Source: an optimization exercise on an open RTL-to-GDS flow (aim: small area, a short achievable clock period and few clock cycles). Production flows keep margins and buffers that such runs may drop. In this exercise RTL edits were held to simulation tests only and were not proved equivalent to the original. Power is estimated from default activity; no workload was simulated.

$ cat standard.sh
#!/bin/bash
# synth_recipe.tcl (not shown) runs the flow's synth.tcl, then flattens the netlist and writes it again
# the make line also repeats each setting of config.mk as NAME=value (left out here)
make -C /OpenROAD-flow-scripts/flow DESIGN_CONFIG=/design/flow/config.mk WORK_HOME=/design/flow/orfs CLKGATE_MAP_FILE= SYNTH_SCRIPT=/design/flow/synth_recipe.tcl "${@:-finish}"
$ cat design.v
module SimpleCPU(clk, rst, data_fromRAM, wrEn, addr_toRAM, data_toRAM);
input clk, rst;
input wire [31:0] data_fromRAM;
output reg wrEn;
output reg [9:0] addr_toRAM;
output reg [31:0] data_toRAM;    
localparam S_F0  = 4'd0,   
           S_F1  = 4'd1,   
           S_2   = 4'd2,   
           S_3   = 4'd3,   
           S_4   = 4'd4,   
           S_5   = 4'd5,   
           S_IT  = 4'd6,   
           S_J   = 4'd7,   
           S_BR  = 4'd8,   
           S_NFX = 4'd9,   
           S_NFL = 4'd10,  
           S_NFH = 4'd11;  
localparam OP_ADD = 4'd0, OP_ADDi = 4'd1, OP_NAND = 4'd2, OP_NANDi = 4'd3,
           OP_SRL = 4'd4, OP_SRLi = 4'd5, OP_LT = 4'd6, OP_LTi = 4'd7,
           OP_CP = 4'd8, OP_CPi = 4'd9, OP_CPI = 4'd10, OP_CPIi = 4'd11,
           OP_BZJ = 4'd12, OP_BZJi = 4'd13, OP_MUL = 4'd14, OP_MULi = 4'd15;
reg [3:0]  state;
reg        hz;           
reg [9:0]  pc;
reg [3:0]  op;
reg [9:0]  fa;           
reg [31:0] r2;           
reg [31:0] r3;           
reg        g32;          
reg        bz;           
reg        az;           
wire [31:0] d  = data_fromRAM;
wire [31:0] r1 = data_toRAM;
wire [9:0]  pc1 = pc + 10'd1;
wire st_f1  = state == S_F1;
wire st_2   = state == S_2;
wire st_3   = state == S_3;
wire st_4   = state == S_4;
wire st_5   = state == S_5;
wire st_it  = state == S_IT;
wire st_j   = state == S_J;
wire st_br  = state == S_BR;
wire st_nfx = state == S_NFX;
wire st_nfl = state == S_NFL;
wire st_nf  = state == S_NFX || state == S_NFL || state == S_NFH;
wire op_mul  = op[3:1] == 3'b111;
wire op_alu  = ~op[3];                  
wire op_imm  = op[0];
wire op_srl  = op[3:1] == 3'b010;
wire [32:0] sum;
add32 adder (.a(r1), .b(r2), .s(sum));
wire        lt   = sum[32];
wire        srl_last = g32 | (r2[4:1] == 4'd0);
wire        srl_nz   = ~g32 & (r2[4:0] != 5'd0);
wire r3hz = (r3[31:1] == 31'd0);
wire r2lz = (r2[30:0] == 31'd0);
wire r2z  = r2lz & ~r2[31];
wire mul_last = r3hz | r2lz;
wire jz   = st_j & az;
wire take = (st_f1 & ~hz) | (st_br & ~bz) | jz;
reg [3:0] state_n;
reg       nf;            
always @(*) begin
	nf = 1'b0;
	state_n = state;
	case (state)
	S_F0: state_n = S_F1;
	S_F1: state_n = hz ? S_F0 : S_2;
	S_2:  if (op == OP_CPi) begin nf = 1'b1; state_n = S_NFX; end    
	      else state_n = S_3;
	S_3:  case (op)
		OP_ADDi, OP_NANDi, OP_LTi: begin nf = 1'b1; state_n = S_NFX; end
		OP_SRLi: if (srl_last) begin nf = 1'b1; state_n = S_NFX; end
		         else state_n = S_IT;
		OP_MULi: state_n = S_IT;
		OP_BZJi: state_n = S_J;
		OP_CPIi, OP_CP: begin nf = 1'b1; state_n = S_NFL; end
		default: state_n = S_4;  
	      endcase
	S_4:  case (op)
		OP_SRL: state_n = S_IT;
		OP_MUL: if (r2z) begin nf = 1'b1; state_n = S_NFH; end
		        else state_n = S_IT;
		OP_CPI: state_n = S_5;
		OP_BZJ: state_n = S_BR;
		default: begin nf = 1'b1; state_n = S_NFX; end  
	      endcase
	S_5:  begin nf = 1'b1; state_n = S_NFL; end
	S_IT: if (op[3] ? mul_last : srl_last) begin nf = 1'b1; state_n = S_NFH; end
	S_J:  state_n = jz ? S_2 : S_F0;
	S_BR: state_n = bz ? S_F1 : S_2;
	S_NFX, S_NFL, S_NFH: state_n = S_F1;
	default: state_n = S_F0;
	endcase
end
wire nf_bzj = st_3 & (op == OP_BZJ);
wire pc_inc = nf | nf_bzj;
always @(posedge clk) begin
	if (rst) begin
		state <= S_F0;
		pc <= 10'd0;
		addr_toRAM <= 10'd0;
		wrEn <= 1'b0;
		hz <= 1'b0;
	end else begin
		state <= state_n;
		wrEn <= st_nf;
		hz <= st_nf & (fa == pc);
		if (pc_inc) pc <= pc1;
		else if (st_j | (st_br & bz)) pc <= sum[9:0];
		if (take) addr_toRAM <= d[23:14];
		else if (pc_inc) addr_toRAM <= pc1;
		else if (st_2) addr_toRAM <= r2[9:0];
		else if (st_4 & (op == OP_CPI)) addr_toRAM <= d[9:0];
		else if (st_4 | st_j) addr_toRAM <= sum[9:0];    
		else addr_toRAM <= fa;                            
	end
end
wire op_lt   = ~op[3] & op[2] & op[1];
wire sel_zero = (st_2 & (op_mul | op == OP_BZJ | op == OP_CPi)) | ((st_nfx | st_it) & op_srl & g32);
wire sel_nd   = st_3 & op_lt;
wire sel_d    = (st_3 & ((op_alu & ~op_lt) | op == OP_BZJi)) | st_nfl;
wire sel_sum  = (st_nfx & op[2:1] == 2'b00) | (st_it & op[3] & r3[0]);
wire sel_nand = st_nfx & op[2:1] == 2'b01;
wire sel_lt   = st_nfx & op[2:1] == 2'b11;
wire sel_shr  = (st_nfx | st_it) & op_srl & srl_nz;
wire r1_en = sel_zero | sel_nd | sel_d | sel_sum | sel_nand | sel_lt | sel_shr;
wire [31:0] r1_n = ({32{sel_d}} & d) |
                   ({32{sel_nd}} & ~d) | ({32{sel_sum}} & sum[31:0]) |
                   ({32{sel_nand}} & ~(r1 & r2)) | {31'd0, sel_lt & lt} |
                   ({32{sel_shr}} & {1'b0, r1[31:1]});
always @(posedge clk) begin
	if (take) begin
		op <= d[31:28];
		fa <= d[23:14];
	end else if (st_3 & (op == OP_CPIi))
		fa <= d[9:0];
	if (r1_en) data_toRAM <= r1_n;
	if (take)
		r2 <= {18'd0, d[13:0]};
	else if ((st_3 & (op_mul | op == OP_BZJ)) | (st_4 & op_alu))
		r2 <= d;
	else if (st_it & op[3])
		r2 <= {r2[30:0], 1'b0};
	else if (st_it & srl_nz)
		r2[4:0] <= r2[4:0] - 5'd1;
	if (take) g32 <= |d[13:5];
	else if (st_4) g32 <= |d[31:5];
	if (st_4) bz <= (d == 32'd0);
	if (st_3) az <= (d[9:0] == 10'd0);
	if (st_4) r3 <= d;
	else if (st_3) r3 <= {18'd0, r2[13:0]};
	else r3 <= {1'b0, r3[31:1]};
end
endmodule
module add32(input [31:0] a, input [31:0] b, output [32:0] s);
  wire [31:0] p0 = a ^ b, g0 = a & b;
  wire [31:0] g1, p1, g2, p2, g3, p3, g4, p4, g5, p5, c;
  genvar i;
  generate for (i = 0; i < 32; i = i + 1) begin : l1
    if (i % 2 == 1) begin
      assign g1[i] = g0[i] | p0[i] & g0[i-1]; assign p1[i] = p0[i] & p0[i-1];
    end else begin
      assign g1[i] = g0[i]; assign p1[i] = p0[i];
    end
  end endgenerate
  generate for (i = 0; i < 32; i = i + 1) begin : l2
    if (i % 4 == 3) begin
      assign g2[i] = g1[i] | p1[i] & g1[i-2]; assign p2[i] = p1[i] & p1[i-2];
    end else begin
      assign g2[i] = g1[i]; assign p2[i] = p1[i];
    end
  end endgenerate
  generate for (i = 0; i < 32; i = i + 1) begin : l3
    if (i % 8 == 7) begin
      assign g3[i] = g2[i] | p2[i] & g2[i-4]; assign p3[i] = p2[i] & p2[i-4];
    end else begin
      assign g3[i] = g2[i]; assign p3[i] = p2[i];
    end
  end endgenerate
  generate for (i = 0; i < 32; i = i + 1) begin : l4
    if (i % 16 == 15) begin
      assign g4[i] = g3[i] | p3[i] & g3[i-8]; assign p4[i] = p3[i] & p3[i-8];
    end else begin
      assign g4[i] = g3[i]; assign p4[i] = p3[i];
    end
  end endgenerate
  generate for (i = 0; i < 32; i = i + 1) begin : l5
    if (i == 31) begin
      assign g5[i] = g4[i] | p4[i] & g4[i-16]; assign p5[i] = p4[i] & p4[i-16];
    end else begin
      assign g5[i] = g4[i]; assign p5[i] = p4[i];
    end
  end endgenerate
  generate for (i = 0; i < 32; i = i + 1) begin : dn
    if (i == 0 || i == 1 || i == 3 || i == 7 || i == 15 || i == 31)
      assign c[i] = g5[i];
    else if (i == 23)
      assign c[i] = g5[i] | p5[i] & c[15];
    else if (i % 8 == 7)
      assign c[i] = g5[i] | p5[i] & c[i-8];
    else if (i % 4 == 3)
      assign c[i] = g5[i] | p5[i] & c[i-4];
    else if (i % 2 == 1)
      assign c[i] = g5[i] | p5[i] & c[i-2];
    else
      assign c[i] = g0[i] | p0[i] & c[i-1];
  end endgenerate
  assign s[0] = p0[0];
  generate for (i = 1; i < 32; i = i + 1) begin : so
    assign s[i] = p0[i] ^ c[i-1];
  end endgenerate
  assign s[32] = c[31];
endmodule
$ cat flow/run.sh
#!/bin/bash
# The standard layout, with plain buffers instead of delay cells on the ports,
# and timing repair aimed at a shorter period than the clock's.
set -euo pipefail
export BUFFER_PORTS_ARGS="-buffer_cell sky130_fd_sc_hd__buf_2"
export SETUP_SLACK_MARGIN=7.7
bash standard.sh > standard.log 2>&1
$ cat constraint.sdc
create_clock -name core_clock -period 11.0 [get_ports {clk}]
set_input_delay 2.2000 -clock core_clock [delete_from_list [all_inputs] [get_ports {clk}]]
set_output_delay 2.2000 -clock core_clock [all_outputs]
set_load 0.01 [all_outputs]
$ cat config.mk
export PLATFORM = sky130hd
export DESIGN_NAME = SimpleCPU
export DESIGN_NICKNAME = SimpleCPU
export VERILOG_FILES = /design/flow/design.v
export SDC_FILE = /design/flow/constraint.sdc
export NUM_CORES = 4
export LEC_CHECK = 0
export ABC_AREA = 1
export CAP_MARGIN = 20
export CORE_MARGIN = 2
export CORE_UTILIZATION = 40
export PLACE_DENSITY = 0.7
export SLEW_MARGIN = 20
==> metrics.csv, run 1 <==
metric,value,unit
maxCapViolations,0,
drive_above_1_share,0.1506,
cp_max_fo,3,
io_pins,77,
synth_fp_nets,1217,
ys_seq_area_frac,0.3878,
clockRootBuffer,clkbuf_16,
rr_worst_depth,10,
syn_to_final_growth,15.53,%
cp.depth,1,
critical_path.max_stage_delay,0.44,ns
endpoint,data_toRAM[3],
avgRoutedWirePerCell,18.47,um
powerDensity,199.8,nW/um^2
final-max-slew-violation-count,0,
multi_input_area,4765,um^2
power.total,2.032,mW
synthArstFlopShare,0,
path_class,register to output port,
h-tree-depth,4,
required,8.80,ns
avgSynthCellArea,7.768,um^2
setup_slack,7.742,ns
cts_buffer_depth,2,
synth_flop_cell,dfxtp_1,
grt_max_degree,49,
die_w,152.3,um
ys_warn_count,1,
holdBufCountCts,0,
drc_errors,0,
wl,27740,um
r2r-end,data_toRAM[5],
synthDistinctLibCells,53,
initial_core_util,0.4058,
via_count,8631,
ys_ff_latch,139,
ant_nets,0,
path_clk_slew,0.06,ns
critical_path.endpoint_type,output port,
drt-pass1-iter-count,9,
netlist_area,8801,um^2
period_share,0.2962,
vias_per_cell,5.746,
cp_slowest_cell,edfxtp_1,
dp_cells,1457,
tightest_slew,1.042,ns
fmax,307.0,MHz
cts_buffers,17,
post-dp-hpwl,20050,um
tns,0,ns
grt_pass1_vias,8276,
cp-startpoint,data_toRAM[3],
dp_slack,7.307,ns
final.min_clock_period,3.258,ns
dieArea,23200,um^2
layout.nets,1293,
finalSetupViolCount,0,
worstPathArrival,1.06,ns
drt-initial-drc-count,802,
rows,54,
slew_headroom,0.3056,
critical-path-top-delay-family,flip-flops,
fin_worst_skew,0.01017,ns
n_fill_cell,2071,
final_cells,1502,
synthCells,1133,
vdd_ir_drop_max,0.1290,mV
leakagePower,4.356,nW
crit_chain,buf_2,
grt_usage,0.2371,
synth-edff-count,63,
seq_area,3413,um^2
reg2reg_slack,7.79,ns
startpoint_type,register,
grt_setup_unrepaired,true,
antenna_found_initial,0,
finalHoldViolCount,0,
clock_latency,0.44,ns
grt_pass1_wl,44130,um
run_status,timing/DRC/antenna clean,
coreArea,21690,um^2
die_h,152.3,um
globalplace.congestion,0.9703,
cts_sinks,139,
portBuffers,76,
reg2reg_from,state[1],
path_buf_inv,1,
overflow,0,
min_path_type,register to register,
cts_tree,built,
antenna_cells,0,
## kinds of logic after synthesis
logic type,share of synthesized area
flops,0.3878
compound gates,0.2020
xor+xnor,0.02985
fa+ha+maj,0.08473
simple gates,0.2181
buf+inv,0.07748
## layout make-up
| cell class | count | share of cell area |
|---|---|---|
| Inverter | 124 | 0.04578 |
| Clock buffer | 18 | 0.04430 |
| Timing Repair Buffer | 104 | 0.05808 |
| Sequential cell | 139 | 0.3357 |
| Tap cell | 280 | 0.03446 |
| Multi-Input combinational cell | 823 | 0.4686 |
| Clock inverter | 14 | 0.01304 |
## flip-flops by register name (all words and copies together) (netlist names)
name        cells
addr_toRAM     10
az              1
bz              1
data_toRAM     32
fa             10
g32             1
hz              1
op              4
pc             10
r2             32
r3             32
state           4
wrEn            1
## worst reg2reg max path: stages (launching register included)
cell      delay [ns]
dfxtp_1         0.34
inv_1           0.10
nor2_1          0.08
nand2_1         0.18
nor2_1          0.06
buf_4           0.22
a32oi_2         0.84
buf_4           0.39
inv_1           0.28
a21oi_1         0.26
o221ai_1        0.17
## report_power, final
part           internal, mW  switching (mW)  leakage (nW)  total (mW)
combinational         0.259           0.446          2.86       0.705
sequential            0.667          0.0838          1.21       0.751
clock                 0.329           0.247         0.288       0.576
## placed cells by master, fill, tap and decap left out, drive strengths merged, types with 3 or more instances in the layout
cell	netlist	layout
o21ai	108	108
o22ai	22	22
fa	16	16
edfxtp	63	63
clkinv	1	7
clkbuf	28	18
nor2	99	99
nand3	64	64
a21o	3	3
a211oi	4	4
a31oi	18	18
ha	34	34
nor3	5	5
a21oi	96	96
nand2	239	239
nor4	6	6
inv	123	129
o221ai	28	28
and2	3	3
o211ai	10	10
nand4	24	24
xnor2	11	11
buf	19	104
xor2	19	19
dfxtp	76	76
## repair_timing
action | in CTS | in global routing
resized for setup | 3 | 8
buffers inserted | 10 | 3
setup endpoints to repair | 20 | 20
endpoints found under the hold margin | 0 | 0
pin swaps | 1 | 4
## metrics by stage
step	hold slack, ns	utilization	cell area, um^2
2_1_floorplan	0.4454	-	8801
3_3_place_gp	0.4587	0.4362	9460
3_5_place_dp	0.4577	0.4362	9460
4_1_cts	0.4724	0.4669	10130
5_1_grt	0.5015	0.4688	10170
6_report	0.4719	0.4688	10170
## layer usage
metal / GRT usage / vias to the layer above / wire length, um
met5: 0 / - / 0
met4: 0.09924 / 0 / 1049
met3: 0.05262 / 81 / 2364
met2: 0.3835 / 431 / 12670
met1: 0.3075 / 4040 / 11660
li1: - / 4079 / -
## cell usage after synthesis, types with 3 or more instances
| library cell | instances | share of area |
|---|---|---|
| a211oi_1 | 4 | 0.0034 |
| a21o_1 | 3 | 0.0026 |
| a21oi_1 | 95 | 0.054 |
| a31oi_1 | 18 | 0.013 |
| buf_1 | 3 | 0.0013 |
| buf_2 | 11 | 0.0063 |
| buf_4 | 3 | 0.0026 |
| clkbuf_1 | 28 | 0.012 |
| dfxtp_1 | 76 | 0.17 |
| edfxtp_1 | 63 | 0.21 |
| fa_1 | 16 | 0.036 |
| ha_1 | 34 | 0.048 |
| inv_1 | 115 | 0.049 |
| inv_2 | 8 | 0.0034 |
| nand2_1 | 231 | 0.099 |
| nand2_2 | 8 | 0.0057 |
| nand3_1 | 60 | 0.034 |
| nand3_2 | 3 | 0.0034 |
| nand4_1 | 23 | 0.016 |
| nor2_1 | 94 | 0.040 |
| nor2_2 | 3 | 0.0021 |
| nor3_1 | 5 | 0.0028 |
| nor4_1 | 6 | 0.0043 |
| o211ai_1 | 10 | 0.0085 |
| o21ai_0 | 100 | 0.057 |
| o21ai_2 | 7 | 0.0070 |
| o221ai_1 | 28 | 0.028 |
| o22ai_1 | 22 | 0.016 |
| xnor2_1 | 11 | 0.011 |
| xor2_1 | 19 | 0.019 |
## how the worst min path moves through the flow
stage / from / end / slack [ns] / cells after the start
CTS: r3[20] / r3[19] / 0.47 / 2
floorplan: r3[20] / r3[19] / 0.45 / 2
detailed placement: r3[20] / r3[19] / 0.46 / 2
global route: r3[20] / r3[19] / 0.50 / 2
global placement: r3[25] / r3[24] / 0.46 / 2
finish: r3[20] / r3[19] / 0.47 / 2
Testbench counts, summed over its fixed seeds: cycles 252,232.
==> run 2, diff against run 1 <==
--- a/flow/run.sh
+++ b/flow/run.sh
@@ -5,3 +5,3 @@
 export BUFFER_PORTS_ARGS="-buffer_cell sky130_fd_sc_hd__buf_2"
-export SETUP_SLACK_MARGIN=7.7
+export SETUP_SLACK_MARGIN=7.6
 bash standard.sh > standard.log 2>&1
--- a/config.mk
+++ b/config.mk
@@ -11,3 +11,2 @@
 export CORE_UTILIZATION = 40
-export PLACE_DENSITY = 0.7
 export SLEW_MARGIN = 20
==> run 2 against run 1 <==
Compared with the run above: cell area barely moved; flip-flop and latch count did not move; still clean; highest routed layer unchanged; clock power rose by 11%; synthesized area did not move; clock-buffer cell count did not move; worst hold slack improved by 0.0094 ns; setup slack got worse by 0.043 ns; combinational power barely moved; power rose by 3.3%; via count fell by 2.8%; non-clock buffer count fell by 8; fmax fell by 1.3%.
==> metrics.csv, run 2 <==
metric,value,unit,change
final.min_clock_period,3.301,ns,was 3.258 ns
via_count,8390,,was 8631
seq_power_share,0.360,,was 0.369
ys_ff_latch,139,,unchanged
path_buf_inv,1,,unchanged
netlist_area,8801,um^2,unchanged
ys_seq_area_frac,0.3878,,unchanged
final-max-slew-violation-count,0,,unchanged
drt-met1-wl,12810,um,was 11660 um
cts_tree,built,,unchanged
run_status,timing/DRC/antenna clean,,unchanged
cp.depth,1,,unchanged
drt-pass1-iter-count,7,,was 9
hold_path_depth,2,,unchanged
multi_input_area,4762,um^2,was 4765 um^2
dieArea,23200,um^2,unchanged
ant_nets,0,,unchanged
tns,0,ns,unchanged
required,8.80,ns,about the same
overflow,0,,unchanged
synth.most_common_cell,nand2_1,,unchanged
vdd_ir_drop_max,0.1084,mV,was 0.1290 mV
fin_worst_skew,0.01510,ns,was 0.01017 ns
cts_buffers,17,,unchanged
coreArea,21690,um^2,unchanged
min_from,r3[25],,was r3[20]
rows,54,,unchanged
antenna_found_initial,0,,unchanged
critical_path.max_stage_delay,0.48,ns,was 0.44 ns
drc_errors,0,,unchanged
largestRegisters,"data_toRAM x32, r2 x32, r3 x32",,unchanged
yosysTopAreaCell,edfxtp_1,,unchanged
synth_flop_cell,dfxtp_1,,unchanged
p_comb_frac,0.336,,was 0.347
rr_worst_depth,15,,was 10
synth-edff-count,63,,unchanged
crit_chain,buf_2,,unchanged
clockRootBuffer,clkbuf_16,,unchanged
ys_warn_count,1,,unchanged
globalplace.congestion,0.9431,,was 0.9703
dr.max_layer_used,met4,,unchanged
drt-initial-drc-count,811,,was 802
path_class,register to output port,,unchanged
critical_path.endpoint_type,output port,,unchanged
grt_max_degree,49,,unchanged
grt_pass1_wl,45420,um,was 44130 um
cts_sinks,139,,unchanged
final_cells,1494,,was 1502
critical-path-top-delay-family,flip-flops,,unchanged
r2r-end,data_toRAM[23],,was data_toRAM[5]
antenna_cells,0,,unchanged
reg2reg_from,r2[0],,was state[1]
layout_commonest_cell,nand2_1,,unchanged
die_w,152.3,um,unchanged
p_int,1.319,mW,was 1.255 mW
min_path_type,register to register,,unchanged
period_share,0.3001,,was 0.2962
synth_common_cells,"nand2_1 (231), inv_1 (115), o21ai_0 (100)",,unchanged
h-tree-depth,4,,unchanged
grt_setup_unrepaired,false,,was true
post-dp-hpwl,20190,um,was 20050 um
synthArstFlopShare,0,,unchanged
switching_share,0.3713,,was 0.3825
n_fill_cell,2127,,was 2071
io_pins,77,,unchanged
whs_endpoint,r3[24],,was r3[19]
grt_usage,0.2457,,was 0.2371
syn_to_final_growth,15.45,%,was 15.53%
ys_top_cells_by_area,"edfxtp_1 (21%), dfxtp_1 (17%), nand2_1 (9.9%)",,unchanged
avgRoutedWirePerCell,18.94,um,was 18.47 um
avgSynthCellArea,7.768,um^2,unchanged
drive_above_1_share,0.1442,,was 0.1506
initial_core_util,0.4058,,unchanged
final_cell_mix,"nand2_1 (228), inv_1 (114), o21ai_0 (99)",,unchanged
cts_buffer_depth,2,,unchanged
startpoint_type,register,,unchanged
path_clk_slew,0.07,ns,was 0.06 ns
tightest_slew,0.9315,ns,was 1.042 ns
powerDensity,206.5,nW/um^2,was 199.8 nW/um^2
seq_area,3413,um^2,unchanged
reg2reg_slack,7.80,ns,was 7.79 ns
worstPathArrival,1.10,ns,was 1.06 ns
synthCells,1133,,unchanged
clkPwrFrac,0.304,,was 0.284
leakagePower,4.337,nW,was 4.356 nW
synth_top_area_frac,0.2150,,unchanged
portBuffers,76,,unchanged
die_h,152.3,um,unchanged
cp_slowest_cell,edfxtp_1,,unchanged
vias_per_cell,5.616,,was 5.746
synth_fp_nets,1217,,unchanged
finalSetupViolCount,0,,unchanged
wl,28300,um,was 27740 um
met2_length,12950,um,was 12670 um
slew_headroom,0.3783,,was 0.3056
dp_cells,1457,,unchanged
maxCapViolations,0,,unchanged
finalHoldViolCount,0,,unchanged
cp_max_fo,4,,was 3
met3_length,1885,um,was 2364 um
grt_pass1_vias,8093,,was 8276
synthDistinctLibCells,53,,unchanged
clock_latency,0.43,ns,was 0.44 ns
layout.nets,1285,,was 1293
power.switching,0.7790,mW,was 0.7772 mW
fmax,302.9,MHz,was 307.0 MHz
run 2: cells by family (layout without fill, tap and decap cells):
family / after synthesis / in the layout / share of synthesized area
AND/OR/NAND/NOR: 443 / 443 / 0.2181
AO/OA/AOI/OAI: 300 / 300 / 0.2020
buffers and inverters: 171 / 252 / 0.07748
flip-flops: 139 / 139 / 0.3878
adder cells (fa/ha/maj): 50 / 50 / 0.08473
XOR/XNOR: 30 / 30 / 0.02985
run 2: worst reg2reg max path, stage by stage (launching register included):
cell and delay (ns):
edfxtp_1 0.44, ha_2 0.23, fa_2 0.35, inv_2 0.07
nor2_1 0.05, a211oi_2 0.32, o21ai_2 0.16, nand3_1 0.12
nand2_2 0.08, inv_1 0.10, nor2_1 0.05, nor2_1 0.14
o21ai_0 0.13, fa_1 0.40, xnor2_1 0.18, o221ai_1 0.11
run 2: power groups by stage:
stage	Combinational, mW	Sequential (mW)	Clock [mW]
floorplan	0.468	0.750	0
global placement	0.676	0.762	0
detailed placement	0.680	0.762	0
CTS	0.688	0.752	0.644
global route	0.789	0.768	0.663
finish	0.705	0.756	0.637
run 2: metal layers:
| layer | track usage | vias to the layer above |
|---|---|---|
| li1 | - | 4076 |
| met1 | 0.3372 | 3968 |
| met2 | 0.3936 | 304 |
| met3 | 0.04693 | 42 |
| met4 | 0.07566 | 0 |
| met5 | 0 | - |
run 2: metrics by stage:
step | util | worst slack, ns | cell area, um^2 | total power [mW] | hold slack (ns)
after floorplan | - | 7.773 | 8801 | 1.218 | 0.4454
after global placement | 0.4362 | 7.329 | 9460 | 1.438 | 0.4582
after detailed placement | 0.4362 | 7.262 | 9460 | 1.442 | 0.4645
after CTS | 0.4661 | 7.615 | 10110 | 2.084 | 0.4864
after global routing | 0.4685 | 7.613 | 10160 | 2.221 | 0.4991
final | 0.4685 | 7.699 | 10160 | 2.098 | 0.4813
run 2: timing repair:
action                     CTS  global route
pin swaps                    0             4
setup buffers                0             5
gates resized for setup      3             7
hold buffers                 0             0
setup endpoints to repair   12            20
run 2: final cells by class:
type,instances,share of cell area
Inverter,124,0.04581
Clock buffer,18,0.04433
Clock inverter,14,0.01859
Tap cell,280,0.03448
Sequential cell,139,0.3359
Multi-Input combinational cell,823,0.4687
Timing Repair Buffer,96,0.05221
run 2: worst max-delay path by stage:
stage	slack, ns	startpoint	endpoint
floorplan	7.77	data_fromRAM[20]	g32
detailed placement	7.26	r2[0]	data_toRAM[31]
global placement	7.33	r2[0]	data_toRAM[31]
global route	7.61	r2[0]	data_toRAM[23]
CTS	7.62	r2[0]	data_toRAM[31]
finish	7.70	data_toRAM[24]	data_toRAM[24]
==> run 3, diff against run 2 <==
--- a/flow/run.sh
+++ b/flow/run.sh
@@ -5,3 +5,3 @@
 export BUFFER_PORTS_ARGS="-buffer_cell sky130_fd_sc_hd__buf_2"
-export SETUP_SLACK_MARGIN=7.6
+export SETUP_SLACK_MARGIN=7.8
 bash standard.sh > standard.log 2>&1
==> run 3 against run 2 <==
Compared with the run above: sequential share of layout area decreased by 1.1 points; flip-flop and latch count unchanged; synthesized cell count is the same; critical path type unchanged; critical endpoint is now data_toRAM[12]; highest routed layer unchanged.
==> metrics.csv, run 3 <==
metric,value,unit,change
run_status,timing/DRC/antenna clean,,unchanged
h-tree-depth,4,,unchanged
io_pins,77,,unchanged
final_cell_mix,"nand2_1 (227), inv_1 (113), o21ai_0 (98)",,"was nand2_1 (228), inv_1 (114), o21ai_0 (99)"
ys_top_cells_by_area,"edfxtp_1 (21%), dfxtp_1 (17%), nand2_1 (9.9%)",,unchanged
synth_top_area_frac,0.2150,,unchanged
tns,0,ns,unchanged
drc_errors,0,,unchanged
overflow,0,,unchanged
ys_seq_area_frac,0.3878,,unchanged
cts_buffer_depth,2,,unchanged
die_w,152.3,um,unchanged
grt_util_met3,0.04181,,was 0.04693
via_count,8707,,was 8390
vias_per_cell,5.658,,was 5.616
path_clk_slew,0.07,ns,about the same
rows,54,,unchanged
dp_slack,7.268,ns,was 7.262 ns
cts_tree,built,,unchanged
cts_sinks,139,,unchanged
avgRoutedWirePerCell,18.71,um,was 18.94 um
portBuffers,76,,unchanged
fin_worst_skew,0.01400,ns,was 0.01510 ns
finalSetupViolCount,0,,unchanged
antenna_cells,0,,unchanged
grt_usage,0.2458,,was 0.2457
setup_slack,7.776,ns,was 7.699 ns
grt_pass1_wl,45280,um,was 45420 um
netlist_area,8801,um^2,unchanged
tightest_slew,0.9437,ns,was 0.9315 ns
min_path_type,register to register,,unchanged
cp.depth,1,,unchanged
avgSynthCellArea,7.768,um^2,unchanged
maxCapViolations,0,,unchanged
fmax,310.2,MHz,was 302.9 MHz
cp_slowest_cell,edfxtp_1,,unchanged
layout.nets,1330,,was 1285
syn_to_final_growth,19.25,%,was 15.45%
synth_fp_nets,1217,,unchanged
die_h,152.3,um,unchanged
clock_latency,0.43,ns,about the same
path_class,register to output port,,unchanged
clockRootBuffer,clkbuf_16,,unchanged
drt-pass1-iter-count,5,,was 7
synthDistinctLibCells,53,,unchanged
drive_above_1_share,0.1819,,was 0.1442
grt_setup_unrepaired,true,,was false
critical_path.endpoint_type,output port,,unchanged
rr_worst_depth,19,,was 15
yosysTopAreaCell,edfxtp_1,,unchanged
holdBufCountCts,0,,unchanged
ant_nets,0,,unchanged
post-dp-hpwl,20280,um,was 20190 um
grt_pass1_vias,8233,,was 8093
gr-usage-met2,0.3900,,was 0.3936
dieArea,23200,um^2,unchanged
synth-edff-count,63,,unchanged
synthArstFlopShare,0,,unchanged
critical-path-top-delay-family,flip-flops,,unchanged
antenna_found_initial,0,,unchanged
synth.most_common_cell,nand2_1,,unchanged
synthCells,1133,,unchanged
worstPathArrival,1.02,ns,was 1.10 ns
hold_path_depth,2,,unchanged
startpoint_type,register,,unchanged
period_share,0.2931,,was 0.3001
leakagePower,4.525,nW,was 4.337 nW
synth_flop_cell,dfxtp_1,,unchanged
wl,28800,um,was 28300 um
final.min_clock_period,3.224,ns,was 3.301 ns
coreArea,21690,um^2,unchanged
globalplace.congestion,0.9511,,was 0.9431
ys_warn_count,1,,unchanged
synth_common_cells,"nand2_1 (231), inv_1 (115), o21ai_0 (100)",,unchanged
critical_path.max_stage_delay,0.42,ns,was 0.48 ns
drt-initial-drc-count,709,,was 811
fin_util,0.4839,,was 0.4685
required,8.80,ns,about the same
use_met1,0.3381,,was 0.3372
layout_commonest_cell,nand2_1,,unchanged
busiest_layer,met2,,unchanged
vdd_ir_drop_max,0.1100,mV,was 0.1084 mV
largestRegisters,"data_toRAM x32, r2 x32, r3 x32",,unchanged
grt_max_degree,49,,unchanged
path_buf_inv,1,,unchanged
ys_ff_latch,139,,unchanged
crit_chain,buf_2,,unchanged
powerDensity,198.1,nW/um^2,was 206.5 nW/um^2
slew_headroom,0.3702,,was 0.3783
final-max-slew-violation-count,0,,unchanged
cp_max_fo,2,,was 4
cts_buffers,17,,unchanged
finalHoldViolCount,0,,unchanged
initial_core_util,0.4058,,unchanged
## run 3: tightest hold or removal path: cells and delay by family, from the launching register on
family	cells	cell delay, ns
and+or+nand+nor	2	0.12
DFF	1	0.31
## run 3: area by class of cell
class | count | area, um^2
repair buffers | 141 | 890.9
fillers | 2131 | 11190
clock inverters | 12 | 122.6
clock buffers | 20 | 436.7
multi-input cells | 823 | 4812
flip-flops and latches | 139 | 3413
well taps | 280 | 350.3
inverters | 124 | 469.2
## run 3: power by group
part	internal (mW)	switching, mW
Combinational	0.294	0.469
Clock	0.332	0.235
Sequential	0.667	0.0828
## run 3: cell families (layout without fill, tap and decap cells)
logic type | after synthesis | count (layout) | synth area share
and+or+nand+nor | 443 | 443 | 0.2181
AOI/OAI and AO/OA | 300 | 300 | 0.2020
buffers and inverters | 171 | 297 | 0.07748
DFF | 139 | 139 | 0.3878
adders and majority gates | 50 | 50 | 0.08473
xor gates and xnor gates | 30 | 30 | 0.02985
## run 3: what timing repair did
action | 4_1_cts | 5_1_grt
endpoints found under the setup margin | 63 | 95
gates resized for setup | 6 | 25
pin swaps | 3 | 12
endpoints found under the hold margin | 0 | 0
buffers inserted | 37 | 13
## run 3: final timing paths
kind	startpoint	end	slack, ns
setup / recovery	data_toRAM[12]	data_toRAM[12]	7.78
hold / removal	r3[20]	r3[19]	0.47
setup reg to reg	r2[0]	addr_toRAM[6]	7.87
hold reg to reg	r3[20]	r3[19]	0.47
## run 3: metrics by stage
| step | instance area (um^2) | cells | hold WS [ns] | total power [mW] |
|---|---|---|---|---|
| 4_1_cts | 10310 | 1526 | 0.4716 | 2.038 |
| 2_1_floorplan | 8801 | 1133 | 0.4454 | 1.218 |
| 3_3_place_gp | 9460 | 1457 | 0.4583 | 1.438 |
| 3_5_place_dp | 9460 | 1457 | 0.4628 | 1.441 |
| 6_report | 10500 | 1539 | 0.4727 | 2.079 |
| 5_1_grt | 10500 | 1539 | 0.4837 | 2.201 |
## run 3: layer usage
metal	wire (um)	share of wire	vias to the layer above
met5	0	0	-
met4	801	0.028	0
met3	1865	0.065	53
met2	13260	0.46	368
met1	12870	0.45	4145
li1	-	-	4141
==> run 4, diff against run 3 <==
--- a/flow/run.sh
+++ b/flow/run.sh
@@ -5,3 +5,3 @@
 export BUFFER_PORTS_ARGS="-buffer_cell sky130_fd_sc_hd__buf_2"
-export SETUP_SLACK_MARGIN=7.8
+export SETUP_SLACK_MARGIN=7.7
 bash standard.sh > standard.log 2>&1
==> run 4 against run 3 <==
Compared with the run above: register-to-register slack worse by 0.03 ns; setup slack worse by 0.042 ns; first-iteration DRC count up 6.6%; synthesized area unchanged; utilization down 1.3 points; sequential power about the same.
==> metrics.csv, run 4 <==
metric,value,unit,change
crit_chain,buf_6,,was buf_2
finalHoldViolCount,0,,unchanged
grt_pass1_vias,8104,,was 8233
synthCells,1133,,unchanged
synth_fp_nets,1217,,unchanged
path_class,register to output port,,unchanged
rr_worst_depth,17,,was 19
synth_common_cells,"nand2_1 (231), inv_1 (115), o21ai_0 (100)",,unchanged
netlist_area,8801,um^2,unchanged
io_pins,77,,unchanged
layout.nets,1290,,was 1330
synth.most_common_cell,nand2_1,,unchanged
ys_top_cells_by_area,"edfxtp_1 (21%), dfxtp_1 (17%), nand2_1 (9.9%)",,unchanged
dieArea,23200,um^2,unchanged
cts_tree,built,,unchanged
final-max-slew-violation-count,0,,unchanged
design_area,10200,um^2,was 10500 um^2
path_clk_slew,0.07,ns,about the same
switching_share,0.3714,,was 0.3783
run_status,timing/DRC/antenna clean,,unchanged
via_count,8432,,was 8707
synthDistinctLibCells,53,,unchanged
worstPathArrival,1.07,ns,was 1.02 ns
post_dp_cell_area,9460,um^2,unchanged
layout_commonest_cell,nand2_1,,unchanged
setup_slack,7.734,ns,was 7.776 ns
rows,54,,unchanged
drt-pass1-iter-count,5,,unchanged
h-tree-depth,4,,unchanged
coreArea,21690,um^2,unchanged
p_int,1.321,mW,was 1.293 mW
ys_ff_latch,139,,unchanged
synth_top_area_frac,0.2150,,unchanged
synth_flop_cell,dfxtp_1,,unchanged
dp_cells,1457,,unchanged
clock_latency,0.43,ns,about the same
dp_slack,7.262,ns,was 7.268 ns
cts_sinks,139,,unchanged
synthArstFlopShare,0,,unchanged
largestRegisters,"data_toRAM x32, r2 x32, r3 x32",,unchanged
holdBufCountCts,0,,unchanged
clockRootBuffer,clkbuf_16,,unchanged
cts_buffer_depth,2,,unchanged
cp-startpoint,data_toRAM[1],,was data_toRAM[12]
vias_per_cell,5.625,,was 5.658
leakagePower,4.365,nW,was 4.525 nW
yosysTopAreaCell,edfxtp_1,,unchanged
tightest_slew,0.9473,ns,was 0.9437 ns
initial_core_util,0.4058,,unchanged
drive_above_1_share,0.1460,,was 0.1819
grt_max_degree,49,,unchanged
avgRoutedWirePerCell,19.00,um,was 18.71 um
avgSynthCellArea,7.768,um^2,unchanged
period_share,0.2969,,was 0.2931
post-dp-hpwl,20190,um,was 20280 um
grt_setup_unrepaired,true,,unchanged
min_path_type,register to register,,unchanged
final.min_clock_period,3.266,ns,was 3.224 ns
required,8.80,ns,about the same
drt-initial-drc-count,756,,was 709
ys_warn_count,1,,unchanged
ys_seq_area_frac,0.3878,,unchanged
power.total,2.101,mW,was 2.079 mW
grt_usage,0.2461,,was 0.2458
r2r-end,data_toRAM[31],,was addr_toRAM[6]
synth-edff-count,63,,unchanged
fin_util,0.4705,,was 0.4839
die_h,152.3,um,unchanged
cts_buffers,17,,unchanged
cp_slowest_cell,edfxtp_1,,unchanged
globalplace.congestion,0.9431,,was 0.9511
critical_path.endpoint_type,output port,,unchanged
final_cell_mix,"nand2_1 (229), inv_1 (115), o21ai_0 (98)",,"was nand2_1 (227), inv_1 (113), o21ai_0 (98)"
seq_power_share,0.358,,was 0.360
portBuffers,76,,unchanged
p_comb_frac,0.339,,was 0.367
reg2reg_from,data_toRAM[0],,was r2[0]
wl,28470,um,was 28800 um
critical_path.max_stage_delay,0.47,ns,was 0.42 ns
syn_to_final_growth,15.94,%,was 19.25%
power.switching,0.7805,mW,was 0.7867 mW
drc_errors,0,,unchanged
vdd_ir_drop_max,0.1091,mV,was 0.1100 mV
maxCapViolations,0,,unchanged
fmax,306.2,MHz,was 310.2 MHz
powerDensity,205.9,nW/um^2,was 198.1 nW/um^2
critical-path-top-delay-family,flip-flops,,unchanged
slew_headroom,0.3678,,was 0.3702
ant_nets,0,,unchanged
finalSetupViolCount,0,,unchanged
fin_worst_skew,0.01082,ns,was 0.01400 ns
reg2reg_slack,7.84,ns,was 7.87 ns
holdWs,0.4822,ns,was 0.4727 ns
final_cells,1499,,was 1539
grt_pass1_wl,45530,um,was 45280 um
tns,0,ns,unchanged
antenna_cells,0,,unchanged
antenna_found_initial,0,,unchanged
startpoint_type,register,,unchanged
overflow,0,,unchanged
cp.depth,1,,unchanged
endpoint,data_toRAM[1],,was data_toRAM[12]
cp_max_fo,4,,was 2
clkPwrFrac,0.303,,was 0.273
path_buf_inv,1,,unchanged
die_w,152.3,um,unchanged
## run 4: cell counts after synthesis
Identical to the previous run, type by type.
## run 4: how the worst min path moves through the flow
stage | startpoint | endpoint | cells after the start | slack, ns
after global placement | r3[25] | r3[24] | 2 | 0.46
after global routing | r3[14] | r3[13] | 2 | 0.50
after detailed placement | r3[21] | r3[20] | 2 | 0.46
after floorplan | r3[20] | r3[19] | 2 | 0.45
final | r3[25] | r3[24] | 2 | 0.48
after CTS | r3[25] | r3[24] | 2 | 0.49
## run 4: cell families after synthesis
| logic type | synth area share |
|---|---|
| adder cells (fa/ha/maj) | 0.08473 |
| AND/OR/NAND/NOR | 0.2181 |
| buffers and inverters | 0.07748 |
| flip-flops | 0.3878 |
| XOR/XNOR | 0.02985 |
| AO/OA/AOI/OAI | 0.2020 |
## run 4: routing by layer
layer  vias up  GRT usage  share of wire
met2       314     0.3940           0.46
li1       4079          -              -
met3        47    0.04380          0.059
met4         0    0.07566          0.026
met5         -          0              0
met1      3992     0.3401           0.45
## run 4: cell type report
cell class | count | area (um^2)
Tap cell | 280 | 350.3
Inverter | 124 | 469.2
Clock inverter | 14 | 188.9
Fill cell | 2131 | 11480
Sequential cell | 139 | 3413
Multi-Input combinational cell | 823 | 4757
Clock buffer | 18 | 450.4
Timing Repair Buffer | 101 | 574.3
## run 4: worst reg2reg max path, cell delays in order (launching register included)
cell and delay (ns):
edfxtp_1 0.40, ha_2 0.22, fa_1 0.39, inv_1 0.11, nor2_1 0.06, a211oi_2 0.24, o21ai_2 0.16, nand3_1 0.09
nand2_1 0.10, nand2_1 0.09, nand2_2 0.09, nand2_1 0.08, nand2_1 0.08, nand3_1 0.10, nand2_1 0.07, fa_1 0.41
xnor2_1 0.13, o21ai_0 0.08
## run 4: repair_timing
item | CTS | global route
gates resized for setup | 4 | 7
pin swaps | 1 | 2
setup buffers | 4 | 6
setup endpoints to repair | 17 | 45
## run 4: power by group through the flow
stage          registers, mW  logic [mW]  clock network [mW]
2_1_floorplan          0.750       0.468                   0
5_1_grt                0.765       0.795               0.664
3_5_place_dp           0.762       0.680                   0
6_report               0.752       0.712               0.637
3_3_place_gp           0.762       0.676                   0
4_1_cts                0.751       0.696               0.644
==> run 5, diff against run 4 <==
--- a/config.mk
+++ b/config.mk
@@ -10,3 +10,3 @@
 export CORE_MARGIN = 2
-export CORE_UTILIZATION = 40
+export CORE_UTILIZATION = 30
 export SLEW_MARGIN = 20
==> run 5 against run 4 <==
Compared with the run above: sequential share of layout area fell by 0.44 points; critical path depth did not move; combinational power barely moved; largest cell class unchanged; worst hold slack got worse by 0.018 ns; sequential power barely moved; fmax fell by 0.73%; register-to-register slack improved by 0.02 ns; critical endpoint unchanged; synthesized area did not move; synthesized cell count did not move; clock skew fell by 0.00063 ns; setup slack got worse by 0.024 ns; clock power fell by 1%.
==> metrics.csv, run 5 <==
metric,value,unit,change
synth-edff-count,63,,unchanged
startpoint_type,register,,unchanged
synthArstFlopShare,0,,unchanged
cts_sinks,139,,unchanged
worstPathArrival,1.09,ns,was 1.07 ns
fin_worst_skew,0.01019,ns,was 0.01082 ns
final.min_clock_period,3.290,ns,was 3.266 ns
final_cells,1603,,was 1499
run_status,timing/DRC/antenna clean,,unchanged
path_buf_inv,1,,unchanged
p_int,1.314,mW,was 1.321 mW
io_pins,77,,unchanged
path_clk_slew,0.06,ns,was 0.07 ns
dieArea,30720,um^2,was 23200 um^2
globalplace.congestion,0.9174,,was 0.9431
largestRegisters,"data_toRAM x32, r2 x32, r3 x32",,unchanged
die_w,175.3,um,was 152.3 um
use_met1,0.2516,,was 0.3401
grt_pass1_vias,8254,,was 8104
drive_above_1_share,0.1460,,unchanged
avgRoutedWirePerCell,18.24,um,was 19.00 um
ant_nets,0,,unchanged
fmax,303.9,MHz,was 306.2 MHz
synth_top_area_frac,0.2150,,unchanged
grt_setup_unrepaired,true,,unchanged
cp_slowest_cell,edfxtp_1,,unchanged
dp_cells,1562,,was 1457
tightest_slew,0.9829,ns,was 0.9473 ns
critical_path.endpoint_type,output port,,unchanged
vdd_ir_drop_max,0.08965,mV,was 0.1091 mV
grt_max_degree,49,,unchanged
coreArea,28780,um^2,was 21690 um^2
ys_ff_latch,139,,unchanged
final-max-slew-violation-count,0,,unchanged
synth.most_common_cell,nand2_1,,unchanged
gr-usage-met2,0.3196,,was 0.3940
layout.nets,1290,,unchanged
ys_seq_area_frac,0.3878,,unchanged
synth_common_cells,"nand2_1 (231), inv_1 (115), o21ai_0 (100)",,unchanged
avgSynthCellArea,7.768,um^2,unchanged
busiest_layer,met2,,unchanged
finalHoldViolCount,0,,unchanged
p_comb_frac,0.340,,was 0.339
cts_tree,built,,unchanged
tns,0,ns,unchanged
die_h,175.3,um,was 152.3 um
cts_buffers,17,,unchanged
maxCapViolations,0,,unchanged
crit_chain,buf_6,,unchanged
h-tree-depth,4,,unchanged
reg2reg_from,r2[0],,was data_toRAM[0]
ys_top_cells_by_area,"edfxtp_1 (21%), dfxtp_1 (17%), nand2_1 (9.9%)",,unchanged
synth_flop_cell,dfxtp_1,,unchanged
antenna_found_initial,0,,unchanged
drt-pass1-iter-count,5,,unchanged
yosysTopAreaCell,edfxtp_1,,unchanged
synthCells,1133,,unchanged
clockRootBuffer,clkbuf_16,,unchanged
clkPwrFrac,0.300,,was 0.303
min_from,r3[20],,was r3[25]
seq_power_share,0.360,,was 0.358
slew_headroom,0.3440,,was 0.3678
post-dp-hpwl,21580,um,was 20190 um
critical_path.max_stage_delay,0.49,ns,was 0.47 ns
holdBufCountCts,0,,unchanged
ys_warn_count,1,,unchanged
netlist_area,8801,um^2,unchanged
grt_usage,0.1917,,was 0.2461
final_cell_mix,"nand2_1 (228), inv_1 (115), o21ai_0 (99)",,"was nand2_1 (229), inv_1 (115), o21ai_0 (98)"
grt_pass1_wl,46300,um,was 45530 um
rows,62,,was 54
critical-path-top-delay-family,flip-flops,,unchanged
wl,29230,um,was 28470 um
reg2reg_slack,7.86,ns,was 7.84 ns
syn_to_final_growth,17.49,%,was 15.94%
portBuffers,76,,unchanged
drc_errors,0,,unchanged
synthDistinctLibCells,53,,unchanged
leakagePower,4.353,nW,was 4.365 nW
vias_per_cell,5.313,,was 5.625
cp_max_fo,4,,unchanged
cp-startpoint,data_toRAM[1],,unchanged
fin_util,0.3593,,was 0.4705
synth_fp_nets,1217,,unchanged
min_path_type,register to register,,unchanged
overflow,0,,unchanged
finalSetupViolCount,0,,unchanged
clock_latency,0.43,ns,about the same
initial_core_util,0.3058,,was 0.4058
grt_util_met3,0.03203,,was 0.04380
path_class,register to output port,,unchanged
via_count,8516,,was 8432
required,8.80,ns,about the same
antenna_cells,0,,unchanged
power.switching,0.7799,mW,was 0.7805 mW
cts_buffer_depth,2,,unchanged
period_share,0.2991,,was 0.2969
layout_commonest_cell,nand2_1,,unchanged
powerDensity,202.5,nW/um^2,was 205.9 nW/um^2
drt-initial-drc-count,729,,was 756
switching_share,0.3724,,was 0.3714
==> run 5: cell types whose count changed in the layout (fill, tap and decap cells not counted), sizes merged <==
cell    previous run  this run
clkbuf            18        19
clkinv             4         3
==> run 5: tightest hold or removal path, cell delays in order (launching register included) <==
cell and delay (ns):
dfxtp_1 0.31, nand3_1 0.07, nand2_1 0.04
==> run 5: layout make-up <==
class | count | area (um^2)
Clock inverter | 13 | 188.9
Inverter | 124 | 469.2
Tap cell | 384 | 480.5
Fill cell | 3016 | 18440
Sequential cell | 139 | 3413
Multi-Input combinational cell | 823 | 4771
Clock buffer | 19 | 442.9
Timing Repair Buffer | 101 | 574.3
==> run 5: path summary, 6_finish.rpt <==
path                        end  cells after the start
hold / removal           r3[19]                      2
hold reg to reg          r3[19]                      2
setup / recovery  data_toRAM[1]                      1
setup reg to reg  addr_toRAM[3]                     16
==> run 5: per-stage QoR <==
step	instance area (um^2)	worst slack [ns]	power, mW	hold slack [ns]
finish	10340	7.710	2.094	0.4642
CTS	10280	7.702	2.084	0.4639
global placement	9598	7.256	1.442	0.4522
detailed placement	9598	7.240	1.446	0.4545
global route	10340	7.680	2.217	0.4924
floorplan	8801	7.773	1.218	0.4454
==> run 5: kinds of logic (layout without fill, tap and decap cells) <==
family | Yosys count | after routing | share of synthesized area
fa+ha+maj | 50 | 50 | 0.08473
buf+inv | 171 | 257 | 0.07748
xor+xnor | 30 | 30 | 0.02985
flops | 139 | 139 | 0.3878
simple gates | 443 | 443 | 0.2181
compound gates | 300 | 300 | 0.2020
==> run 5: routing by layer <==
metal,part of all wire,up-vias,routed length (um)
li1,-,4075,-
met1,0.44,4060,12910
met2,0.46,322,13570
met3,0.064,59,1873
met4,0.030,0,883
met5,0,-,0
==> run 5: power groups by stage <==
stage          Clock, mW  Combinational (mW)  Sequential (mW)
2_1_floorplan          0               0.468            0.750
3_3_place_gp           0               0.679            0.762
3_5_place_dp           0               0.683            0.763
4_1_cts            0.635               0.699            0.750
5_1_grt            0.653               0.798            0.766
6_report           0.628               0.713            0.753
==> run 5: repair_timing <==
| item | CTS | global route |
|---|---|---|
| gates cloned | 0 | 0 |
| pin swaps | 1 | 3 |
| setup endpoints to repair | 20 | 32 |
| setup buffers | 5 | 4 |
| resized for setup | 4 | 8 |
==> run 6, diff against run 5 <==
--- a/flow/run.sh
+++ b/flow/run.sh
@@ -4,3 +4,3 @@
 set -euo pipefail
-export BUFFER_PORTS_ARGS="-buffer_cell sky130_fd_sc_hd__buf_2"
+export BUFFER_PORTS_ARGS="-buffer_cell sky130_fd_sc_hd__buf_4"
 export SETUP_SLACK_MARGIN=7.7
--- a/config.mk
+++ b/config.mk
@@ -10,3 +10,3 @@
 export CORE_MARGIN = 2
-export CORE_UTILIZATION = 30
+export CORE_UTILIZATION = 40
 export SLEW_MARGIN = 20
==> run 6 against run 5 <==
Compared with the run above: power is 3.4% lower; fmax is 0.95% higher; clock skew is 0.0033 ns higher; routed wire length is 2.8% lower; sequential share of layout area is 0.14 points higher; critical path depth stayed put; worst hold slack better by 0.0087 ns; still clean; critical path type unchanged; global-route usage is 5.2 points higher; cell count is 6.4% lower; cell area is 0.44% lower; synthesized area stayed put.
==> metrics.csv, run 6 <==
metric,value,unit,change
run_status,timing/DRC/antenna clean,,unchanged
grt_usage,0.2434,,was 0.1917
rows,54,,was 62
n_fill_cell,2159,,was 3016
globalplace.congestion,0.9430,,was 0.9174
fmax,306.8,MHz,was 303.9 MHz
setup_slack,7.741,ns,was 7.710 ns
synth_top_area_frac,0.2150,,unchanged
ys_top_cells_by_area,"edfxtp_1 (21%), dfxtp_1 (17%), nand2_1 (9.9%)",,unchanged
yosysTopAreaCell,edfxtp_1,,unchanged
leakagePower,4.391,nW,was 4.353 nW
maxCapViolations,0,,unchanged
drive_above_1_share,0.1417,,was 0.1460
initial_core_util,0.4058,,was 0.3058
seq_area,3413,um^2,unchanged
die_w,152.3,um,was 175.3 um
path_buf_inv,1,,unchanged
powerDensity,196.5,nW/um^2,was 202.5 nW/um^2
holdWs,0.4729,ns,was 0.4642 ns
drt-initial-drc-count,758,,was 729
cp-startpoint,data_toRAM[5],,was data_toRAM[1]
synthArstFlopShare,0,,unchanged
clockRootBuffer,clkbuf_16,,unchanged
vias_per_cell,5.631,,was 5.313
design_area,10290,um^2,was 10340 um^2
cp_max_fo,3,,was 4
drt-pass1-iter-count,5,,unchanged
synth.most_common_cell,nand2_1,,unchanged
antenna_found_initial,0,,unchanged
avgSynthCellArea,7.768,um^2,unchanged
synth-edff-count,63,,unchanged
synthDistinctLibCells,53,,unchanged
overflow,0,,unchanged
reg2reg_slack,7.85,ns,was 7.86 ns
die_h,152.3,um,was 175.3 um
io_pins,77,,unchanged
dp_slack,7.326,ns,was 7.240 ns
grt_setup_unrepaired,false,,was true
worstPathArrival,1.06,ns,was 1.09 ns
drt-met1-wl,12690,um,was 12910 um
cp.depth,1,,unchanged
endpoint,data_toRAM[5],,was data_toRAM[1]
critical_path.max_stage_delay,0.45,ns,was 0.49 ns
synth_common_cells,"nand2_1 (231), inv_1 (115), o21ai_0 (100)",,unchanged
cts_sinks,139,,unchanged
ys_seq_area_frac,0.3878,,unchanged
startpoint_type,register,,unchanged
min_from,r3[20],,unchanged
finalSetupViolCount,0,,unchanged
met3_length,1884,um,was 1873 um
ant_nets,0,,unchanged
clock_latency,0.44,ns,was 0.43 ns
ys_ff_latch,139,,unchanged
synth_fp_nets,1217,,unchanged
rr_worst_depth,17,,was 16
cts_tree,built,,unchanged
grt_pass1_vias,7950,,was 8254
portBuffers,76,,unchanged
largestRegisters,"data_toRAM x32, r2 x32, r3 x32",,unchanged
crit_chain,buf_4,,was buf_6
fin_worst_skew,0.01352,ns,was 0.01019 ns
slew_headroom,0.3467,,was 0.3440
grt_max_degree,49,,unchanged
tightest_slew,0.9799,ns,was 0.9829 ns
netlist_area,8801,um^2,unchanged
layout.nets,1292,,was 1290
avgRoutedWirePerCell,18.93,um,was 18.24 um
final_cells,1501,,was 1603
dr.max_layer_used,met4,,unchanged
path_class,register to output port,,unchanged
final.min_clock_period,3.259,ns,was 3.290 ns
synth_flop_cell,dfxtp_1,,unchanged
period_share,0.2963,,was 0.2991
post_dp_cell_area,9643,um^2,was 9598 um^2
ys_warn_count,1,,unchanged
coreArea,21690,um^2,was 28780 um^2
drc_errors,0,,unchanged
path_clk_slew,0.06,ns,about the same
cts_buffers,17,,unchanged
multi_input_area,4752,um^2,was 4771 um^2
dp_cells,1456,,was 1562
finalHoldViolCount,0,,unchanged
critical_path.endpoint_type,output port,,unchanged
syn_to_final_growth,16.97,%,was 17.49%
cts_buffer_depth,2,,unchanged
dieArea,23200,um^2,was 30720 um^2
antenna_cells,0,,unchanged
post-dp-hpwl,20200,um,was 21580 um
min_path_type,register to register,,unchanged
power.total,2.023,mW,was 2.094 mW
tns,0,ns,unchanged
grt_pass1_wl,44760,um,was 46300 um
cp_slowest_cell,edfxtp_1,,unchanged
fin_util,0.4747,,was 0.3593
r2r-end,data_toRAM[31],,was addr_toRAM[3]
final-max-slew-violation-count,0,,unchanged
synthCells,1133,,unchanged
reg2reg_from,data_toRAM[0],,was r2[0]
required,8.80,ns,about the same
wl,28420,um,was 29230 um
vdd_ir_drop_max,0.1167,mV,was 0.08965 mV
via_count,8452,,was 8516
h-tree-depth,4,,unchanged
final_cell_mix,"nand2_1 (229), inv_1 (114), buf_4 (103)",,"was nand2_1 (228), inv_1 (115), o21ai_0 (99)"
met2_length,13230,um,was 13570 um
layout_commonest_cell,nand2_1,,unchanged
critical-path-top-delay-family,flip-flops,,unchanged
## run 6: cell counts after synthesis
No cell type changed its count.
## run 6: logic make-up (layout without fill, tap and decap cells)
logic type               Yosys count  count (layout)  share of synthesized area
AO/OA/AOI/OAI                    300             300                     0.2020
XOR/XNOR                          30              30                    0.02985
adder cells (fa/ha/maj)           50              50                    0.08473
buffers and inverters            171             259                    0.07748
flip-flops                       139             139                     0.3878
AND/OR/NAND/NOR                  443             443                     0.2181
## run 6: metal layers
| metal | vias to the layer above | track usage |
|---|---|---|
| met2 | 317 | 0.3893 |
| met5 | - | 0 |
| met3 | 43 | 0.03868 |
| met1 | 4011 | 0.3336 |
| li1 | 4081 | - |
| met4 | 0 | 0.08990 |
## run 6: tightest hold or removal path: stages (launching register included)
cell	delay (ns)
dfxtp_1	0.31
nand3_1	0.07
nand2_1	0.04
## run 6: how the worst min path moves through the flow
stage,depth (start not counted),to
floorplan,2,r3[19]
global placement,2,r3[19]
detailed placement,2,r3[19]
CTS,2,r3[19]
global route,2,r3[19]
finish,2,r3[19]
## run 6: where the power goes
group / switching [mW] / internal (mW)
registers: 0.0853 / 0.667
clock network: 0.228 / 0.313
logic: 0.452 / 0.277
## run 6: final cells by class
type | instances | share of cell area
clock buffers | 26 | 0.04861
clock inverters | 6 | 0.003525
inverters | 124 | 0.04558
multi-input cells | 823 | 0.4616
flip-flops and latches | 139 | 0.3315
well taps | 280 | 0.03403
repair buffers | 103 | 0.07511
## run 6: repair_timing
item	CTS	global route
hold buffers	0	0
endpoints found under the setup margin	31	24
setup buffers	6	7
cloned	0	0
pin swaps	1	2
gates resized for setup	4	2
==> run 7, diff against run 6 <==
--- a/design.v
+++ b/design.v
@@ -132,21 +132,21 @@
                    ({32{sel_shr}} & {1'b0, r1[31:1]});
+wire s2_imm = take;
+wire s2_d   = (st_3 & (op_mul | op == OP_BZJ)) | (st_4 & op_alu);
+wire s2_shl = st_it & op[3];
+wire s2_dec = st_it & ~op[3] & srl_nz;
+wire s2_keep = ~(s2_imm | s2_d | s2_shl | s2_dec);
+wire [31:0] r2_n = ({32{s2_d}} & d) | ({32{s2_imm}} & {18'd0, d[13:0]}) |
+                   ({32{s2_shl}} & {r2[30:0], 1'b0}) |
+                   ({32{s2_dec}} & {r2[31:5], r2[4:0] - 5'd1}) |
+                   ({32{s2_keep}} & r2);
+wire fa_cpii = st_3 & (op == OP_CPIi);
+wire fa_keep = ~(take | fa_cpii);
 always @(posedge clk) begin
-	if (take) begin
-		op <= d[31:28];
-		fa <= d[23:14];
-	end else if (st_3 & (op == OP_CPIi))
-		fa <= d[9:0];
-	if (r1_en) data_toRAM <= r1_n;
-	if (take)
-		r2 <= {18'd0, d[13:0]};
-	else if ((st_3 & (op_mul | op == OP_BZJ)) | (st_4 & op_alu))
-		r2 <= d;
-	else if (st_it & op[3])
-		r2 <= {r2[30:0], 1'b0};
-	else if (st_it & srl_nz)
-		r2[4:0] <= r2[4:0] - 5'd1;
-	if (take) g32 <= |d[13:5];
-	else if (st_4) g32 <= |d[31:5];
-	if (st_4) bz <= (d == 32'd0);
-	if (st_3) az <= (d[9:0] == 10'd0);
+	op <= ({4{take}} & d[31:28]) | ({4{~take}} & op);
+	fa <= ({10{take}} & d[23:14]) | ({10{fa_cpii}} & d[9:0]) | ({10{fa_keep}} & fa);
+	data_toRAM <= r1_n | ({32{~r1_en}} & r1);
+	r2 <= r2_n;
+	g32 <= (take & |d[13:5]) | (st_4 & |d[31:5]) | (~take & ~st_4 & g32);
+	bz  <= (st_4 & (d == 32'd0)) | (~st_4 & bz);
+	az  <= (st_3 & (d[9:0] == 10'd0)) | (~st_3 & az);
 	if (st_4) r3 <= d;
--- a/flow/run.sh
+++ b/flow/run.sh
@@ -4,4 +4,4 @@
 set -euo pipefail
-export BUFFER_PORTS_ARGS="-buffer_cell sky130_fd_sc_hd__buf_4"
-export SETUP_SLACK_MARGIN=7.7
+export BUFFER_PORTS_ARGS="-buffer_cell sky130_fd_sc_hd__buf_2"
+export SETUP_SLACK_MARGIN=7.85
 bash standard.sh > standard.log 2>&1
==> run 7 against run 6 <==
Compared with the run above: still clean on timing, DRC and antenna; clock skew shrank 0.0023 ns; sequential share of layout area shrank 4.2 points; routed wire length shrank 3.2%; flip-flop and latch count unchanged; non-clock buffer count is 6 lower; cell area decreased by 2.6%; clock-buffer cell count down 5; critical path type unchanged; largest cell class unchanged; largest power group is now combinational logic; highest routed layer unchanged.
==> metrics.csv, run 7 <==
metric,value,unit,change
met3_length,1533,um,was 1884 um
critical-path-top-delay-family,flip-flops,,unchanged
vias_per_cell,5.580,,was 5.631
globalplace.congestion,0.9155,,was 0.9430
seq_power_share,0.325,,was 0.372
cts_buffer_depth,2,,unchanged
wl,27500,um,was 28420 um
hold_path_depth,2,,unchanged
p_int,1.507,mW,was 1.257 mW
leakagePower,4.481,nW,was 4.391 nW
vdd_ir_drop_max,0.1167,mV,about the same
design_area,10030,um^2,was 10290 um^2
overflow,0,,unchanged
initial_core_util,0.4075,,was 0.4058
cp_max_fo,3,,unchanged
min_from,r3[15],,was r3[20]
startpoint_type,register,,unchanged
grt_pass1_wl,43080,um,was 44760 um
h-tree-depth,4,,unchanged
die_w,150.3,um,was 152.3 um
power.total,2.579,mW,was 2.023 mW
synth-edff-count,6,,was 63
dr.max_layer_used,met4,,unchanged
synth_top_area_frac,0.3108,,was 0.2150
final_cell_mix,"nand2_1 (168), inv_1 (145), dfxtp_1 (100)",,"was nand2_1 (229), inv_1 (114), buf_4 (103)"
largestRegisters,"data_toRAM x32, r2 x32, r3 x32",,unchanged
cts_sinks,139,,unchanged
tightest_slew,0.8390,ns,was 0.9799 ns
cp_slowest_cell,dfxtp_2,,was edfxtp_1
fin_util,0.4770,,was 0.4747
portBuffers,76,,unchanged
coreArea,21020,um^2,was 21690 um^2
grt_setup_unrepaired,true,,was false
synth_common_cells,"nand2_1 (172), inv_1 (148), dfxtp_1 (133)",,"was nand2_1 (231), inv_1 (115), o21ai_0 (100)"
netlist_area,8566,um^2,was 8801 um^2
yosysTopAreaCell,dfxtp_1,,was edfxtp_1
rr_worst_depth,17,,unchanged
powerDensity,257.2,nW/um^2,was 196.5 nW/um^2
slew_headroom,0.4400,,was 0.3467
path_clk_slew,0.06,ns,about the same
antenna_cells,0,,unchanged
critical_path.max_stage_delay,0.35,ns,was 0.45 ns
fmax,321.4,MHz,was 306.8 MHz
drc_errors,0,,unchanged
ys_ff_latch,139,,unchanged
whs_endpoint,r3[14],,was r3[19]
post_dp_cell_area,9106,um^2,was 9643 um^2
power.switching,1.073,mW,was 0.7654 mW
min_path_type,register to register,,unchanged
n_fill_cell,2121,,was 2159
path_buf_inv,1,,unchanged
avgRoutedWirePerCell,18.02,um,was 18.93 um
grt_max_degree,48,,was 49
grt_pass1_vias,8069,,was 7950
via_count,8515,,was 8452
p_comb_frac,0.449,,was 0.360
holdBufCountCts,0,,unchanged
finalHoldViolCount,0,,unchanged
final-max-slew-violation-count,0,,unchanged
final_cells,1526,,was 1501
final.min_clock_period,3.112,ns,was 3.259 ns
critical_path.endpoint_type,output port,,unchanged
drt-met1-wl,12640,um,was 12690 um
synth_flop_cell,dfxtp_1,,unchanged
maxCapViolations,0,,unchanged
die_h,150.3,um,was 152.3 um
avgSynthCellArea,7.321,um^2,was 7.768 um^2
rows,53,,was 54
path_class,register to output port,,unchanged
met2_length,12770,um,was 13230 um
switching_share,0.4159,,was 0.3784
synth.most_common_cell,nand2_1,,unchanged
drive_above_1_share,0.1775,,was 0.1417
drt-pass1-iter-count,5,,unchanged
cts_tree,built,,unchanged
ant_nets,0,,unchanged
antenna_found_initial,0,,unchanged
post-dp-hpwl,19670,um,was 20200 um
synthCells,1170,,was 1133
ys_seq_area_frac,0.3319,,was 0.3878
reg2reg_from,r2[0],,was data_toRAM[0]
run_status,timing/DRC/antenna clean,,unchanged
ys_warn_count,1,,unchanged
clkPwrFrac,0.225,,was 0.268
required,8.80,ns,about the same
dieArea,22600,um^2,was 23200 um^2
dp_slack,7.184,ns,was 7.326 ns
clock_latency,0.43,ns,was 0.44 ns
worstPathArrival,0.91,ns,was 1.06 ns
clockRootBuffer,clkbuf_16,,unchanged
ys_top_cells_by_area,"dfxtp_1 (31%), nand2_1 (7.5%), inv_1 (6.5%)",,"was edfxtp_1 (21%), dfxtp_1 (17%), nand2_1 (9.9%)"
layout.nets,1322,,was 1292
fin_worst_skew,0.01123,ns,was 0.01352 ns
grt_usage,0.2441,,was 0.2434
reg2reg_slack,8.01,ns,was 7.85 ns
setup_slack,7.888,ns,was 7.741 ns
cts_buffers,17,,unchanged
synth_fp_nets,1254,,was 1217
holdWs,0.4644,ns,was 0.4729 ns
drt-initial-drc-count,657,,was 758
finalSetupViolCount,0,,unchanged
syn_to_final_growth,17.06,%,was 16.97%
dp_cells,1477,,was 1456
period_share,0.2829,,was 0.2963
synthArstFlopShare,0,,unchanged
crit_chain,buf_2,,was buf_4
io_pins,77,,unchanged
layout_commonest_cell,nand2_1,,unchanged
tns,0,ns,unchanged
r2r-end,data_toRAM[23],,was data_toRAM[31]
synthDistinctLibCells,54,,was 53
==> run 7: cell count changes after synthesis, moves of 16 or more <==
cell / delta
a31oi_1: -16
a211oi_1: +21
a21oi_1: -28
edfxtp_1: -57
o22ai_1: +37
a22oi_1: +29
dfxtp_1: +57
o221ai_1: -18
inv_1: +33
o21ai_0: -37
o21ai_1: +59
nand2_1: -59
==> run 7: worst max-delay path by stage <==
stage / from / endpoint / slack, ns / cells past startpoint
floorplan: data_toRAM[0] / data_toRAM[31] / 7.91 / 16
global placement: data_toRAM[0] / data_toRAM[31] / 7.31 / 16
detailed placement: r2[0] / data_toRAM[31] / 7.18 / 16
CTS: r2[0] / data_toRAM[23] / 7.83 / 17
global route: r2[0] / data_toRAM[29] / 7.80 / 17
finish: data_toRAM[4] / data_toRAM[4] / 7.89 / 1
==> run 7: cells by family (layout without fill, tap and decap cells) <==
logic type                 Yosys count  after routing  share of synthesized area
and+or+nand+nor                    392            393                     0.2020
AOI/OAI and AO/OA                  346            346                     0.2483
buffers and inverters              211            291                    0.09801
DFF                                139            139                     0.3319
adders and majority gates           50             50                    0.08706
xor gates and xnor gates            32             32                    0.03272
==> run 7: timing repair <==
action,in CTS,in global routing
setup endpoints to repair,55,73
gates cloned,0,1
resized for setup,36,43
buffers inserted,3,13
pin swaps,7,17
==> run 7: area by class of cell <==
type | instances | area, um^2 | share of cell area
Clock inverter | 11 | 116.4 | 0.01160
Multi-Input combinational cell | 821 | 5020 | 0.5006
Clock buffer | 21 | 470.5 | 0.04692
Timing Repair Buffer | 97 | 561.8 | 0.05603
Inverter | 162 | 613.1 | 0.06114
Tap cell | 275 | 344.1 | 0.03432
Sequential cell | 139 | 2902 | 0.2894
==> run 7: routing by layer <==
layer  track usage  up-vias
met5             0        -
met4       0.08302        0
met3       0.04515       44
met2        0.3920      271
met1        0.3298     4016
li1              -     4184
==> run 7: power groups by stage <==
stage	Sequential, mW	Clock (mW)	Combinational [mW]
floorplan	0.827	0	0.743
global placement	0.830	0	1.06
detailed placement	0.833	0	1.06
CTS	0.831	0.588	1.09
global route	0.861	0.610	1.29
finish	0.839	0.581	1.16
Testbench counts of run 7, summed over its fixed seeds: cycles 252,232.

## afterwards: timing with drivers on the ports
The flow's constraints put no driver on any port. The routed layouts listed below were extracted and timed again, unchanged, in two steps. Step 1, drivers: a clkbuf_16 drives clk and a buf_2 each remaining input, both assumed. Step 2 moves the port delays by t, midway between the first and last clock arrival at a register: inputs arrive t later, outputs are due t later. That takes back most of the time a late clock gives input paths. Three values: no drivers, after step 1, after step 2; two values: the first two.
run | shift t [ns] | slack for setup (ns) | hold slack, ns | worst slew at a driven data input, ns | pins driven straight from the clock port
run 1 | 0.476 | 7.742 / 7.696 / 7.493 | 0.472 / 0.472 / 0.472 | 0.04 | 1
run 2 | 0.475 | 7.699 / 7.650 / 7.509 | 0.481 / 0.481 / 0.481 | 0.04 | 1
run 3 | 0.478 | 7.776 / 7.725 / 7.482 | 0.473 / 0.473 / 0.473 | 0.04 | 1
run 4 | 0.476 | 7.734 / 7.685 / 7.492 | 0.482 / 0.482 / 0.482 | 0.04 | 1
run 5 | 0.467 | 7.710 / 7.663 / 7.415 | 0.464 / 0.464 / 0.464 | 0.05 | 1
run 6 | 0.485 | 7.741 / 7.691 / 7.529 | 0.473 / 0.473 / 0.473 | 0.05 | 1
run 7 | 0.471 | 7.888 / 7.842 / 7.478 | 0.464 / 0.464 / 0.464 | 0.03 | 1
After both steps setup and hold are still met in every run listed. For run 7, which loses most, drivers alone change the setup slack by -0.046 ns; drivers and shift together by -0.410 ns.
